This design comes from an exercise in tuning for small area and a short achievable clock period on the open sky130 flow, not from production work. The RTL was checked by simulation tests, not by an equivalence proof against the original design. Power and IR drop assume default switching activity.

==> design/flow/design.v <==
module processor ( 
		  input         CLK, RESET,
                  output [31:0] PCcurrent, 
                  input  [31:0] instruction, 
                  output        WEmem, 
                  output [31:0] Adres_mem, 
                  output [31:0] WriteData, 
                  input  [31:0] ReadData 
                );
	wire [3:0]  ALUControl; 
   	wire       Destination   ;
   	wire       AluIMMe    ;
    	wire       WEreg;
    	wire       PCSrcJal ;
    	wire       PCSrcJr   ;
	wire	   PCSrcBQ;
	wire MemToReg;
    controller controller_inst (
			instruction,
			ALUControl,
			Destination, 
			AluIMMe, 
			WEmem, 
			MemToReg, 
			WEreg,
			PCSrcJal, 
			PCSrcJr,
			PCSrcBQ
    );
	datapath compliting_instr (
			instruction,
			CLK,
			RESET,
			ReadData,
			ALUControl,
			Destination, 
			AluIMMe, 
			WEmem, 
			MemToReg, 
			WEreg,
			PCSrcJal, 
			PCSrcJr,
			PCSrcBQ,
			PCcurrent,
			Adres_mem,
			WriteData
    );
endmodule
module datapath (
	input [31:0]instruction,
	input CLK,
	input RESET,
	input [31:0]ReadData,
	input [3:0]ALUControl,
	input Destination, 
	input AluIMMe, 
	input WEmem, 
	input MemToReg, 
	input WEreg,
	input PCSrcJal, 
	input PCSrcJr,
	input PCSrcBQ,
	output [31:0]PCcurrent,
	output [31:0]Adres_mem,
	output [31:0]WriteData
);
wire [31:0] PCnext;
wire [31:0] PCjal;
wire [31:0] extimm;
wire [31:0] PCbeq;
wire [31:0] SrcA;
wire [31:0] SrcBtoAlu;
wire [31:0] PCSrcPC;
wire [31:0] ReadDataToReg;
wire [31:0] toWriteReg;
wire [4:0] CurrentRegD;
wire [4:0] defiRegD;
wire Zero;
wire PCSrcBeq;
PCAdder incCouter ( PCcurrent, PCnext);
jaladresmaker makeJaladres ( PCnext, instruction[25:0], PCjal);
signext extention ( instruction[15:0], extimm );
PCbranc makeBQadr ( extimm, PCnext, CLK, PCbeq );
mux2x1_5_dest choose_dest ( instruction[20:16], instruction[15:11], Destination, defiRegD );
mux2x1_JALdest Jal_dest (defiRegD, PCSrcJal, CurrentRegD);
mux2x1_32_ALUBSrc choose_ALUsrc( WriteData, extimm, AluIMMe, SrcBtoAlu); 
Registers redfile( instruction[25:21], instruction[20:16], CurrentRegD, ReadDataToReg, WEreg, CLK, SrcA, WriteData );
ALU32Bit Alu( ALUControl, SrcA, SrcBtoAlu, Adres_mem, Zero );
andbeq detectedBEQflag( Zero, PCSrcBeq);
mux_4to1_32toPC choose_new_PC( PCnext, PCjal, SrcA, PCbeq, PCSrcBeq, PCSrcBQ, PCSrcJr, PCSrcJal, PCSrcPC);
programcounter PC( PCSrcPC, RESET, CLK, PCcurrent );
mux2x1_32tomem choose_SRC_to_reg( Adres_mem, ReadData, MemToReg, toWriteReg);
mux_2x1_32jalwrite choose_normaly_or_JAL_reg( toWriteReg, PCnext, PCSrcJal, ReadDataToReg);
endmodule
module controller(
	input  [31:0] instruction,
	output  [3:0]  ALUControl, 
	output  Destination,
	output  AluIMMe,
	output  WEmem,
	output  MemToReg,
	output  WEreg,
	output  PCSrcJal,
	output  PCSrcJr,
	output  PCSrcBQ
);
decoder decod_inst (
			instruction,
			Destination, 
			AluIMMe, 
			WEmem, 
			MemToReg, 
			WEreg,
			PCSrcJal, 
			PCSrcJr,
			PCSrcBQ
    );
alu_dec alu_comand(
			instruction,
			ALUControl
   );	
endmodule
module alu_dec (
	input  [31:0] instruction     ,
	output reg [ 3:0] ALUControl
);
	always @(*) begin
		casex ({instruction[31:26], instruction[10:0]})
			17'b00000000000100000  : ALUControl = 4'b0010;
			17'b00000000000100010  : ALUControl = 4'b0110;
			17'b00000000000100100  : ALUControl = 4'b0000;
			17'b00000000000100101  : ALUControl = 4'b0001;
			17'b00000000000101010  : ALUControl = 4'b0111;
			17'b001000xxxxxxxxxxx  : ALUControl = 4'b0010; 
			17'b100011xxxxxxxxxxx  : ALUControl = 4'b0010; 
			17'b101011xxxxxxxxxxx  : ALUControl = 4'b0010; 
			17'b000100xxxxxxxxxxx  : ALUControl = 4'b0110;
			17'b01111100000010000  : ALUControl = 4'b1000;
			17'b01111100100010000  : ALUControl = 4'b1001;
			17'b000000xxxxx000100  : ALUControl = 4'b1010;
			17'b00000000000000110  : ALUControl = 4'b1011;
			17'b00000000000000111  : ALUControl = 4'b1100;
			default          : ALUControl = 4'b0010;
		endcase
	end
endmodule
module decoder(
	input  [31:0] instruction, 
	output  Destination,
	output  AluIMMe,
	output  WEmem,
	output  MemToReg,
	output  WEreg,
	output  PCSrcJal,
	output  PCSrcJr,
	output  PCSrcBQ
);
	wire [5:0] opcode;
	assign opcode = instruction[31:26];
	wire [5:0] func;
	assign func = instruction[5:0];
	wire [4:0] sramt;
	assign sramt = instruction[10:6];
	wire is_add = ((opcode == 6'h00) & (func == 6'h20));
	wire is_sub = ((opcode == 6'h00) & (func == 6'h22));
	wire is_and = ((opcode == 6'h00) & (func == 6'h24));
	wire is_or  = ((opcode == 6'h00) & (func == 6'h25));
	wire is_slt = ((opcode == 6'h00) & (func == 6'h2A));
	wire is_sllv = ((opcode == 6'h00) & (func == 6'h04));
	wire is_srlv = ((opcode == 6'h00) & (func == 6'h06));
	wire is_srav = ((opcode == 6'h00) & (func == 6'h07));
	wire is_addu_s = (( opcode == 6'h1f ) & (sramt == 5'h04));			
	wire is_addu = (( opcode == 6'h1f ) & (sramt == 5'h00));
	wire is_lw = (opcode == 6'h23);
	wire is_sw = (opcode == 6'h2B);
	wire is_beq  = (opcode == 6'h04);
	wire is_addi = (opcode == 6'h08);
	wire is_jr    = ( opcode == 6'h07 );
	wire is_jal   = ( opcode == 6'h03 );
	assign PCSrcBQ    = is_beq;
	assign PCSrcJr    = is_jr;
	assign PCSrcJal   = is_jal;
	assign MemToReg = is_lw;
	assign WEmem  = is_sw ;
	assign Destination    = is_add | is_sub | is_and | is_or | is_slt | is_sllv | is_srlv | is_srav | is_addu_s | is_addu;
	assign WEreg  = is_add | is_sub | is_and | is_or | is_slt | is_sllv | is_srlv | is_srav | is_addu_s | is_addu | is_lw  | is_addi | is_jal;
	assign AluIMMe    = is_addi | is_lw | is_sw;
endmodule	
module ALU32Bit(
	input   [3:0]   ALUControl,   
	input   [31:0]  SrcA, SrcB,	    
	output  reg [31:0]  ALUResult,	
	output  reg     Zero
	);	   
    always @(*)	
    begin
		case (ALUControl)
			4'b0000:  
				ALUResult = SrcA & SrcB;				
			4'b0001:  
				ALUResult = SrcA | SrcB;
			4'b0010:  
				begin					
					ALUResult = SrcA + SrcB;
				end
			4'b0011:  
				ALUResult = SrcA ^ SrcB;
			4'b0110:  
					begin
						ALUResult = SrcA - SrcB;
					end
			4'b0111:   
				begin 
						if (SrcA < SrcB)
						begin
							ALUResult = 1 ;
						end
						else
						begin
							ALUResult = 0 ;
						end
				end
			4'b1000:  
				begin
					ALUResult[7:0] = SrcA[6:0] + SrcB[6:0];
					ALUResult[7] = ALUResult[7] ^  (SrcA[7] ^ SrcB[7]);
					ALUResult[15:8] = SrcA[14:8] + SrcB[14:8];
					ALUResult[15] = ALUResult[15] ^  (SrcA[15] ^ SrcB[15]);
					ALUResult[23:16] = SrcA[22:16] + SrcB[22:16];
					ALUResult[23] = ALUResult[23] ^  (SrcA[23] ^ SrcB[23]);
					ALUResult[31:24] = SrcA[30:24] + SrcB[30:24];
					ALUResult[31] = ALUResult[31] ^  (SrcA[31] ^ SrcB[31]);			
				end
			4'b1001: 
				begin
					ALUResult[7:0] = SrcA[6:0] + SrcB[6:0];
					ALUResult[7] = ALUResult[7] ^  (SrcA[7] ^ SrcB[7]);
						if (SrcB[7:0] > ALUResult[7:0] || SrcA[7:0] > ALUResult[7:0])
						begin
						ALUResult[7:0]=8'hff;
						end
					ALUResult[15:8] = SrcA[14:8] + SrcB[14:8];
					ALUResult[15] = ALUResult[15] ^  (SrcA[15] ^ SrcB[15]);
						if (SrcB[15:8] > ALUResult[15:8] || SrcA[15:8] > ALUResult[15:8])
						begin
						ALUResult[15:8]=8'hff;
						end
					ALUResult[23:16] = SrcA[22:16] + SrcB[22:16];
					ALUResult[23] = ALUResult[23] ^  (SrcA[23] ^ SrcB[23]);
						if (SrcB[23:16] > ALUResult[23:16] || SrcA[23:16] > ALUResult[23:16])
						begin
						ALUResult[23:16]=8'hff;
						end
					ALUResult[31:24] = SrcA[30:24] + SrcB[30:24];
					ALUResult[31] = ALUResult[31] ^  (SrcA[31] ^ SrcB[31]);		
						if (SrcB[31:24] > ALUResult[31:24] || SrcA[31:24] > ALUResult[31:24])
						begin
						ALUResult[31:24]=8'hff;
						end
				end
			4'b1010:  
				begin
					ALUResult = SrcB << (SrcA[4:0]);
				end
			4'b1011:  
				begin
					ALUResult = SrcB >> (SrcA[4:0]);
				end
			4'b1100:  
				begin
					case (SrcA[4:0])
					5'b00000: ALUResult = SrcB;
					5'b00001: ALUResult =  { SrcB[31] , SrcB[31:1] };
					5'b00010: ALUResult =  { {2{SrcB[31]}} , SrcB[31:2] };
					5'b00011: ALUResult =  { {3{SrcB[31]}} , SrcB[31:3] };
					5'b00100: ALUResult =  { {4{SrcB[31]}} , SrcB[31:4] };
					5'b00101: ALUResult =  { {5{SrcB[31]}} , SrcB[31:5] };
					5'b00110: ALUResult =  { {6{SrcB[31]}} , SrcB[31:6] };
					5'b00111: ALUResult =  { {7{SrcB[31]}} , SrcB[31:7] };
					5'b01000: ALUResult =  { {8{SrcB[31]}} , SrcB[31:8] };
					5'b01001: ALUResult =  { {9{SrcB[31]}} , SrcB[31:9] };
					5'b01010: ALUResult =  { {10{SrcB[31]}} , SrcB[31:10] };
					5'b01011: ALUResult =  { {11{SrcB[31]}} , SrcB[31:11] };
					5'b01100: ALUResult =  { {12{SrcB[31]}} , SrcB[31:12] };
					5'b01101: ALUResult =  { {13{SrcB[31]}} , SrcB[31:13] };
					5'b01110: ALUResult =  { {14{SrcB[31]}} , SrcB[31:14] };
					5'b01111: ALUResult =  { {15{SrcB[31]}} , SrcB[31:15] };
					5'b10000: ALUResult =  { {16{SrcB[31]}} , SrcB[31:16] };
					5'b10001: ALUResult =  { {17{SrcB[31]}} , SrcB[31:17] };
					5'b10010: ALUResult =  { {18{SrcB[31]}} , SrcB[31:18] };
					5'b10011: ALUResult =  { {19{SrcB[31]}} , SrcB[31:19] };
					5'b10100: ALUResult =  { {20{SrcB[31]}} , SrcB[31:20] };
					5'b10101: ALUResult =  { {21{SrcB[31]}} , SrcB[31:21] };
					5'b10110: ALUResult =  { {22{SrcB[31]}} , SrcB[31:22] };
					5'b10111: ALUResult =  { {23{SrcB[31]}} , SrcB[31:23] };
					5'b11000: ALUResult =  { {24{SrcB[31]}} , SrcB[31:24] };
					5'b11001: ALUResult =  { {25{SrcB[31]}} , SrcB[31:25] };
					5'b11010: ALUResult =  { {26{SrcB[31]}} , SrcB[31:26] };
					5'b11011: ALUResult =  { {27{SrcB[31]}} , SrcB[31:27] };
					5'b11100: ALUResult =  { {28{SrcB[31]}} , SrcB[31:28] };
					5'b11101: ALUResult =  { {29{SrcB[31]}} , SrcB[31:29] };
					5'b11110: ALUResult =  { {30{SrcB[31]}} , SrcB[31:30] };
					5'b11111: ALUResult =  { {31{SrcB[31]}} , SrcB[31] };
					endcase
				end
			default:
				ALUResult = 32'h00000000;
			endcase
	end
        always @(ALUResult) 
		begin
		if (ALUResult == 0 )  
		begin
			Zero = 1;
		end else 
		begin
			Zero = 0;
		end
		end
endmodule
module andbeq(
    input   Zero,
    output reg PCSrcBeq
	); 
always@ ( Zero)
	begin
	PCSrcBeq = Zero & 1'b1;
	end
endmodule
module jaladresmaker (
	input [31:0] PCnext,
	input [25:0] JalAdres,
	output reg [31:0] PCjal
	);
always @(JalAdres,PCnext)
	begin	
	PCjal = {PCnext[31:28], JalAdres[25:0], 2'b00 };
	end
endmodule
module mux2x1_32tomem(
    input   [31:0] ALUResult,
    input   [31:0] RD,
    input          MemToReg,
    output reg [31:0] toWriteReg
	);
	 always@(ALUResult,RD,MemToReg)
	 begin
  		  if (MemToReg == 1)
	 		begin
	  		toWriteReg = RD;
			end
	 	  else 
			begin
     			toWriteReg = ALUResult;
	 	        end
	 end
endmodule
module mux2x1_5_dest(
    input   [4:0] regT,
    input   [4:0] regD,
    input          Destination,
    output reg [4:0] defiRegD
	);
	 always@(regT,regD,Destination)
	 begin
  		  if (Destination == 1)
	 		begin
	  		defiRegD = regD;
			end
	 	  else 
			begin
     			defiRegD = regT;
	 	        end
	 end
endmodule
module mux2x1_32_ALUBSrc(
    input   [31:0] SrcB,
    input   [31:0] extimm,
    input          AlluIMMe,
    output reg [31:0] SrcBtoAlu
	);
	 always@(SrcB,extimm,AlluIMMe)
	 begin
  		  if (AlluIMMe == 1)
	 		begin
	  		SrcBtoAlu = extimm;
			end
	 	  else 
			begin
     			SrcBtoAlu = SrcB;
	 	        end
	 end
endmodule
module mux_4to1_32toPC(
    input   [31:0] PCnext, PCjal, PCjr, PCbeq,
    input    PCSrcBeq, PCSrcBQ, PCSrcJr, PCSrcJal,
    output reg [31:0] PCcurrent
	); 
reg [2:0] key;
	 always@(*)
	 begin
	key=0;
	if(PCSrcBeq == 1 && PCSrcBQ == 1)
			begin	
			key = 1;
			end	
	else if ( PCSrcJr == 1 )
			begin	
			key = 2;
			end        
	else if (PCSrcJal == 1)
			begin
			key = 3;
			end	
		case (key) 
			0:
				PCcurrent = PCnext;
			1:
				PCcurrent = PCbeq;
			2:
				PCcurrent = PCjr;
			3:
				PCcurrent = PCjal;
			default:
				PCcurrent = PCnext;
		endcase
	 end
endmodule
module mux2x1_JALdest(
    input   [4:0] regD,
    input          PCSrcJal,
    output reg [4:0] CurrentRegD
	);
	 always@(regD,PCSrcJal)
	 begin
  		  if (PCSrcJal == 1)
	 		begin
	  		CurrentRegD = 5'b11111;
			end
	 	  else 
			begin
     			CurrentRegD = regD;
	 	        end
	 end
endmodule
module mux_2x1_32jalwrite(
    input   [31:0] toWriteReg, PCnext,
    input          PCSrcJal,
    output reg [31:0] WD3
	);
	 always@(PCnext,PCSrcJal,toWriteReg)
	 begin
  		  if (PCSrcJal == 1)
	 		begin
	  		WD3 = PCnext;
			end
	 	  else 
			begin
     			WD3 = toWriteReg;
	 	        end
	 end
endmodule
module programcounter(
	input       [31:0]  PCNext,
	input               RESET, CLK,
	output reg  [31:0]  PCcurrent
);
    always @(posedge CLK)
    begin
    	PCcurrent = PCNext;
	if (RESET == 1)
	    	begin
    		PCcurrent = 32'h00000000;
		end
    end
endmodule
module PCAdder(
    input   [31:0]  PCcurrent,
    output reg [31:0]  PCnext
);
    always @(PCcurrent)
    begin
    	PCnext = PCcurrent + 32'h00000004;
    end
endmodule
module PCbranc(
input [31:0] extimm, PCnext, 
input CLK,
output reg [31:0] PCbeq
		);
wire [31:0] temp;
assign temp = extimm<<2;
always@(*)
	 begin
	PCbeq = temp + PCnext;
	end
endmodule
module Registers(
	input [4:0] A1, A2, A3,
	input [31:0] WD3,
	input WEreg,CLK,
	output reg [31:0] SrcA,SrcB );
	reg [31:0] Registersmem [0:31];
	always  @(*)
		begin
	SrcA = (A1 == 5'd0) ? 32'h00000000 : Registersmem[A1];
	SrcB = (A2 == 5'd0) ? 32'h00000000 : Registersmem[A2];
		end
	always @(posedge CLK)
	begin
		if (WEreg == 1) 
		begin
			Registersmem[A3] = WD3;
		end
	end
endmodule
module signext(
      input   [15:0] imm,
      output reg [31:0] extimm
		);
        always@(imm)
	 begin
			extimm = {{16{imm[15]}}, imm};
	end
endmodule
==> design/flow/run.sh <==
#!/bin/bash
# synth_recipe.tcl (not shown) runs the flow's synth.tcl, then flattens the netlist and writes it again
# the make line also repeats each setting of config.mk as NAME=value (left out here)
make -C /OpenROAD-flow-scripts/flow DESIGN_CONFIG=/design/flow/config.mk WORK_HOME=/design/flow/orfs CLKGATE_MAP_FILE= SYNTH_SCRIPT=/design/flow/synth_recipe.tcl finish
==> design/flow/config.mk <==
export PLATFORM = sky130hd
export DESIGN_NAME = processor
export DESIGN_NICKNAME = processor
export VERILOG_FILES = /design/flow/design.v
export SDC_FILE = /design/flow/constraint.sdc
export NUM_CORES = 4
export LEC_CHECK = 0
export CAP_MARGIN = 20
export CORE_MARGIN = 2
export CORE_UTILIZATION = 30
export SLEW_MARGIN = 20
==> design/flow/constraint.sdc <==
create_clock -name core_clock -period 11.0 [get_ports {CLK}]
set_input_delay 2.2000 -clock core_clock [delete_from_list [all_inputs] [get_ports {CLK}]]
set_output_delay 2.2000 -clock core_clock [all_outputs]
set_load 0.01 [all_outputs]
==> run notes <==
Slew Viols, Final 0; Final Critical Period 10840 ps; Layout area overhead 24.3%; wire length of the first global-routing pass 486000 um; final hold slack 582 ps; Post-layout nets 6812; initial cell density of the core 30.2%; deepest clock path buffer count 3; drt first-iter violations 10200; RD Place Congestion 1.09; fin cells ~9700; Final Hold Fails 0; Startpoint Class primary input; CP Capture Type output port; Synth Area in Simple Gates 9.42%; post-synthesis compound-gate area fraction approximately 16%; initial antenna violation count 15; multi-input gate area in the final layout between 0.03 and 0.04 mm2; hold buffer count at cts 0; Primary FF master, synth edfxtp_1; mapped cell area 0.0687 mm2; Worst Skew approximately 56 ps; Crit path depth 23; Max Clk Rate 0.0922 GHz; largest net degree at the start of global routing 112; critical path fanouts, max 14; Adder-Cell Fraction of Synth Area 3.56%; CTS tree yes; root buffer cell clkbuf_16; count of final setup violators 0; synthesized area per cell around 12 um2; die area 0.233 mm2; total global routing track utilization ~30%; Seq/Total Area, Yosys a little under half; max incr delay on CP 630 ps; Critical Path AT 8640 ps; Filler Cell Count ~22000; Yosys reg bits between 1000 and 1500; PD cells 169 mW/mm2; number of synthesis warnings 15; Slew headroom between 20 and 30%; Max-Cap Viols 0; async set or reset register ratio after synthesis 0%; Crit-path slowest cell o41ai_2; Buf+Inv Stages, Crit Path 10; number of port buffers about 160; clock slew at reported path FFs 70 ps; setup ws final 155 ps; xor and xnor area share after synthesis under 10%; post-synth cell types 118; Mapped Nets a little under 6000; DP HPWL between 200000 and 300000 um; H-tree levels 3; Wirelength per Cell 37.2 um; die width roughly 480 um; GR Overflow Total 0; DR pass1 iterations 9; worst reg2reg setup slack 2950 ps; Seq. cell area 0.0314 mm2; vias in the first global route 58400; r2r worst-path depth 32; number of flops mapped to enable cells by yosys between 1000 and 1500; DRT Wirelength 360000 um; CP delay by family, top buffers and inverters; Slew @ Worst Pin 1120 ps; kind of critical path primary input to output port; clock latency on the worst-skew pair 780 ps; Inst Count DP 9427; Top cell by count, worst path buf_4; CP Data Required Time 8800 ps; Cell Chain, Critical Path clkdlybuf4s50_1 > buf_12 > nand3b_1 > buf_4 > buf_4 > o22ai_1 > a21o_1 > o41ai_2 > buf_4 > inv_1 > ha_1 > or3_1 > o41ai_2 > buf_4 > a221oi_2 > o31ai_2 > nand2_1 > a221oi_1 > a21oi_1 > nor4b_4 > buf_4 > inv_1 > clkdlybuf4s50_1; pre-CTS WS -946 ps; core area between 0.2 and 0.25 mm2; die height 482 um; CTS Buf Count 110; final worst-path cycle share 98.6%; Residual DRC 0; via-per-instance ratio 6.39; FP Rows 175; VDD IR-drop max 0.000137 V; main combinational cell family by area after synthesis multiplexers; status timing/DRC/antenna clean; final antenna-violating net count 0; clk sink count 1056; cells after synthesis between 5000 and 6000; mux cell area share after synthesis 20.4%; I/O Pins about 160; total power draw 0.0144 W; Worst Hold Class register to register; WHS Path Cells 2; via count 61700; Lkg Pwr 30.8 nW; share of post-route cells with drive strength above 1 28.8%
==> timing repair <==
action,CTS,global route
setup buffers,2,18
endpoints found under the setup margin,18,23
gates resized for setup,30,93
gates cloned,1,3
pin swaps,3,13
==> placed cells by master, fill, tap and decap left out, types with 152 or more instances in the layout <==
master / count
a22oi_1: 176
mux4_2: 401
mux2i_1: 444
a21oi_1: 303
nand2_1: 363
edfxtp_1: 1024
buf_4: 952
nor2_1: 340
ha_1: 180
clkdlybuf4s50_1: 152
==> power by group <==
part | switching [W] | internal, W
combinational | 0.00358 | 0.00196
sequential | 0.00000680 | 0.00493
clock | 0.00166 | 0.00228
total | 0.00525 | 0.00917
==> through the flow <==
step,cell area [um2],util (%),TNS [ps]
after global placement,80600,35.4,-3600
final,85300,37.5,0
after detailed placement,80700,35.5,-3640
after floorplan,68700,-,-56.7
after CTS,84700,37.2,0
after global routing,85300,37.5,-59.2
==> path summary, 6_finish.rpt <==
kind	from	endpoint
min	compliting_instr.PC.PCcurrent[0]	compliting_instr.PC.PCcurrent[0]
min reg2reg	compliting_instr.PC.PCcurrent[0]	compliting_instr.PC.PCcurrent[0]
max reg2reg	compliting_instr.redfile.Registersmem[22][0]	compliting_instr.PC.PCcurrent[31]
max	instruction[20]	Adres_mem[25]
==> state kept, by name, summed over array words and instances (netlist names) <==
signal	count
compliting_instr.redfile.Registersmem	1024
compliting_instr.PC.PCcurrent	32
==> cells in the mapped netlist (58+ instances only) <==
cell type,n,area (um2)
a211oi_1,63,473
a21oi_1,346,1730
a22oi_1,178,1340
a31oi_1,77,482
buf_2,100,500
clkbuf_1,234,878
edfxtp_1,1024,30700
ha_1,185,2310
inv_1,128,480
mux2i_1,444,4440
mux4_2,401,9030
nand2_1,370,1390
nand3_1,141,706
nand4_1,58,363
nor2_1,377,1420
nor3_1,116,581
o211ai_1,70,526
o21ai_0,135,676
o22ai_1,102,638
xnor2_1,67,587
==> cells by family after synthesis <==
kind of cell / after synthesis
flops: 1056
xor+xnor: 93
simple gates: 1348
buf+inv: 603
mux: 893
compound gates: 1524
fa+ha+maj: 192
==> worst register-to-register path: cells and delay by family (launching register included) <==
family / cells / cell delay, ps
adder cells (fa/ha/maj): 3 / 1030
XOR/XNOR: 1 / 120
AO/OA/AOI/OAI: 9 / 1530
multiplexers: 2 / 1050
AND/OR/NAND/NOR: 9 / 2440
buffers and inverters: 8 / 1420
flip-flops: 1 / 400
==> routing by layer <==
layer | share of wire (%) | global-route usage [%] | vias to the layer above
li1 | - | - | 24700
met1 | 38 | 39.0 | 31300
met2 | 42 | 43.5 | 4589
met3 | 12 | 7.75 | 1090
met4 | 8.2 | 20.1 | 12
met5 | 0.020 | 0 | -
==> cell type report <==
type,instances,area share (%)
diodes,6,0.0176
flip-flops and latches,1056,36.8
clock inverters,78,1.14
multi-input cells,4050,41.5
inverters,142,0.641
well taps,3009,4.41
clock buffers,128,3.30
repair buffers,1195,12.2

re-timing with driven ports:
The flow's constraints put no driver on any port. The routed layout listed below was extracted and timed again, unchanged, in two steps.
Step 1, drivers: a clkbuf_16 drives CLK and a buf_2 each remaining input, both assumed.
Step 2 times the ports against the registers' clock, not the clock port: input delays grow and output delays shrink by t, the midpoint of the rising clock arrivals with the driver on.
Three values: no drivers, after step 1, after step 2; two values: the first two.
t, ns: 0.834
setup slack, ns: 0.155 / 0.106 / 0.106
worst setup path after step 2: input to output
After both steps setup and hold are still met in this run. For this run, drivers alone change the setup slack by -0.049 ns; drivers and shift together by -0.049 ns.
